From an optimization exercise on the open Yosys and OpenROAD flow, aimed at small area and a short achievable clock period; shortcuts taken in it are not production practice.
Only simulation tests tie the RTL to the original design; equivalence was not proved.

// mbox
module mbox(clk, rst, op1, op2, mdsel, out);
  parameter XLEN = 32;
  input logic clk;
  input logic rst;
  input logic [(XLEN/2)-1:0] op1;
  input logic [(XLEN/2)-1:0] op2;
  input logic mdsel;
  output logic [XLEN-1:0] out;
  logic [15:0] a_n, b_n;    
  c_inv u1 (.a(op1[0]), .y(a_n[0]));
  c_inv u2 (.a(op2[0]), .y(b_n[0]));
  c_inv u3 (.a(op1[1]), .y(a_n[1]));
  c_inv u4 (.a(op2[1]), .y(b_n[1]));
  c_inv u5 (.a(op1[2]), .y(a_n[2]));
  c_inv u6 (.a(op2[2]), .y(b_n[2]));
  c_inv u7 (.a(op1[3]), .y(a_n[3]));
  c_inv u8 (.a(op2[3]), .y(b_n[3]));
  c_inv u9 (.a(op1[4]), .y(a_n[4]));
  c_inv u10 (.a(op2[4]), .y(b_n[4]));
  c_inv u11 (.a(op1[5]), .y(a_n[5]));
  c_inv u12 (.a(op2[5]), .y(b_n[5]));
  c_inv u13 (.a(op1[6]), .y(a_n[6]));
  c_inv u14 (.a(op2[6]), .y(b_n[6]));
  c_inv u15 (.a(op1[7]), .y(a_n[7]));
  c_inv u16 (.a(op2[7]), .y(b_n[7]));
  c_inv u17 (.a(op1[8]), .y(a_n[8]));
  c_inv u18 (.a(op2[8]), .y(b_n[8]));
  c_inv u19 (.a(op1[9]), .y(a_n[9]));
  ...
Size: ~1800 cells after synthesis, ~67 I/O pins.
clock: 125.0 ns
lec_check: 0
abc_area: 1
cap_margin: 20
core_margin: 2
core_utilization: 65
slew_margin: 20
synth_hierarchical: 1
synth_minimum_keep_size: 0
standard.sh (not shown) runs the stock make flow with config.mk's settings and CLKGATE_MAP_FILE= SYNTH_SCRIPT=/design/flow/synth_recipe.tcl, a recipe that flattens the netlist after the stock synthesis.
==> flow/flow/run.sh <==
#!/bin/bash
# The standard layout with two changes:
#  - synthesis maps the logic with ABC using flow/abc.script (a yosys tcl
#    wrapper swaps the script; the rest of the standard synthesis is unchanged);
#  - plain buffers (buf_4) on the ports instead of the delay cell that
#    buffer_ports picks by default. Every port still gets a buffer.
set -euo pipefail
W=$(pwd)
cat > "$W/my_synth.tcl" <<EOT
proc abc {args} {
  set i [lsearch -exact \$args -script]
  if { \$i >= 0 } { lset args [expr {\$i+1}] $W/flow/abc.script }
  yosys abc {*}\$args
}
source $W/synth_recipe.tcl
EOT
sed "s#$W/synth_recipe.tcl#$W/my_synth.tcl#g" standard.sh > my_standard.sh
grep -q my_synth.tcl my_standard.sh
export BUFFER_PORTS_ARGS="-buffer_cell sky130_fd_sc_hd__buf_4"
bash my_standard.sh > standard.log 2>&1
==> flow/flow/abc.script <==
strash
dch
map -D 14000
topo
stime -c
buffer -c
upsize -c -D 14000
dnsize -c -D 14000
==> next run, changes <==
--- a/flow/flow/run.sh
+++ b/flow/flow/run.sh
@@ -5 +5 @@
-#  - plain buffers (buf_4) on the ports instead of the delay cell that
+#  - plain buffers (buf_2) on the ports instead of the delay cell that
@@ -19 +19 @@
-export BUFFER_PORTS_ARGS="-buffer_cell sky130_fd_sc_hd__buf_4"
+export BUFFER_PORTS_ARGS="-buffer_cell sky130_fd_sc_hd__buf_2"
==> flow/flow/abc.script (replaced) <==
strash
dch
map
topo
stime -c
buffer -c
upsize -c
dnsize -c
After rerunning: Cell count climbs slightly.
==> next run, changes <==
==> flow/run.sh (new file) <==
#!/bin/bash
# synth_recipe.tcl (not shown) runs the flow's synth.tcl, then flattens the netlist and writes it again
# the make line also repeats each setting of config.mk as NAME=value (left out here)
make -C /OpenROAD-flow-scripts/flow DESIGN_CONFIG=/design/flow/config.mk WORK_HOME=/design/flow/orfs CLKGATE_MAP_FILE= SYNTH_SCRIPT=/design/flow/synth_recipe.tcl finish
removed: flow/flow/run.sh
removed: flow/flow/abc.script
removed: flow/standard.sh
First-iteration DRC count shrinks by 9.0%.
Clock-buffer cell count stays the same.
Non-clock buffer count grows by 10.
Global-route usage shrinks by 0.30 points.
Wire length grows by 4.1%.
Via count grows by 0.40%.
Design area grows by 4.5%.
==> next run, changes <==
==> flow/flow/run.sh (new file) <==
#!/bin/bash
# The standard layout with two changes:
#  - synthesis maps the logic with ABC using flow/abc.script (a yosys tcl
#    wrapper swaps the script; the rest of the standard synthesis is unchanged);
#  - plain buffers (buf_2) on the ports instead of the delay cell that
#    buffer_ports picks by default. Every port still gets a buffer.
set -euo pipefail
W=$(pwd)
cat > "$W/my_synth.tcl" <<EOT
proc abc {args} {
  set i [lsearch -exact \$args -script]
  if { \$i >= 0 } { lset args [expr {\$i+1}] $W/flow/abc.script }
  yosys abc {*}\$args
}
source $W/synth_recipe.tcl
EOT
sed "s#$W/synth_recipe.tcl#$W/my_synth.tcl#g" standard.sh > my_standard.sh
grep -q my_synth.tcl my_standard.sh
export BUFFER_PORTS_ARGS="-buffer_cell sky130_fd_sc_hd__buf_2"
bash my_standard.sh > standard.log 2>&1
==> flow/flow/abc.script (new file) <==
strash
dch
map -D 15000
topo
stime -c
upsize -c -D 15000
dnsize -c -D 15000
==> flow/standard.sh (new file) <==
#!/bin/bash
# synth_recipe.tcl (not shown) runs the flow's synth.tcl, then flattens the netlist and writes it again
# the make line also repeats each setting of config.mk as NAME=value (left out here)
make -C /OpenROAD-flow-scripts/flow DESIGN_CONFIG=/design/flow/config.mk WORK_HOME=/design/flow/orfs CLKGATE_MAP_FILE= SYNTH_SCRIPT=/design/flow/synth_recipe.tcl "${@:-finish}"
removed: flow/run.sh
After rerunning: Synthesized area went down by a little under a tenth; final area went down by a few percent; setup slack gets better by 0.099 ns; global-route usage went up by 1.2 points; wire length went down by a few percent.

[static timing again, ports no longer ideal]
No port has a modelled driver above. Below, the same layouts with a new extraction and two added sets of constraints. Step 1, drivers: a clkbuf_16 drives clk and a buf_2 each remaining input, both assumed. Step 2 adds t to the input delays and takes it off the output delays; t is the mean of the earliest and latest rising clock arrival at the registers after step 1. Input paths then give back, and output paths get back, about the clock's delay inside the block. Three values: ideal, step 1, step 2; two values: the first two.
run	t, ns	setup slack, ns	worst hold slack (ns)	worst slew at a driven data input, ns
the first run	0.330	82.889 / 82.897 / 82.568	25.007 / 24.995 / 25.324	0.04
the second run	0.330	82.277 / 82.287 / 81.957	25.079 / 25.067 / 25.396	0.03
the third run	0.332	81.615 / 81.610 / 81.278	25.467 / 25.455 / 25.756	0.07
the fourth run	0.332	81.714 / 81.735 / 81.403	25.065 / 25.045 / 25.376	0.06
After both steps setup and hold are still met in every run listed. For the third run, which loses most, drivers alone change the setup slack by -0.005 ns; drivers and shift together by -0.337 ns.
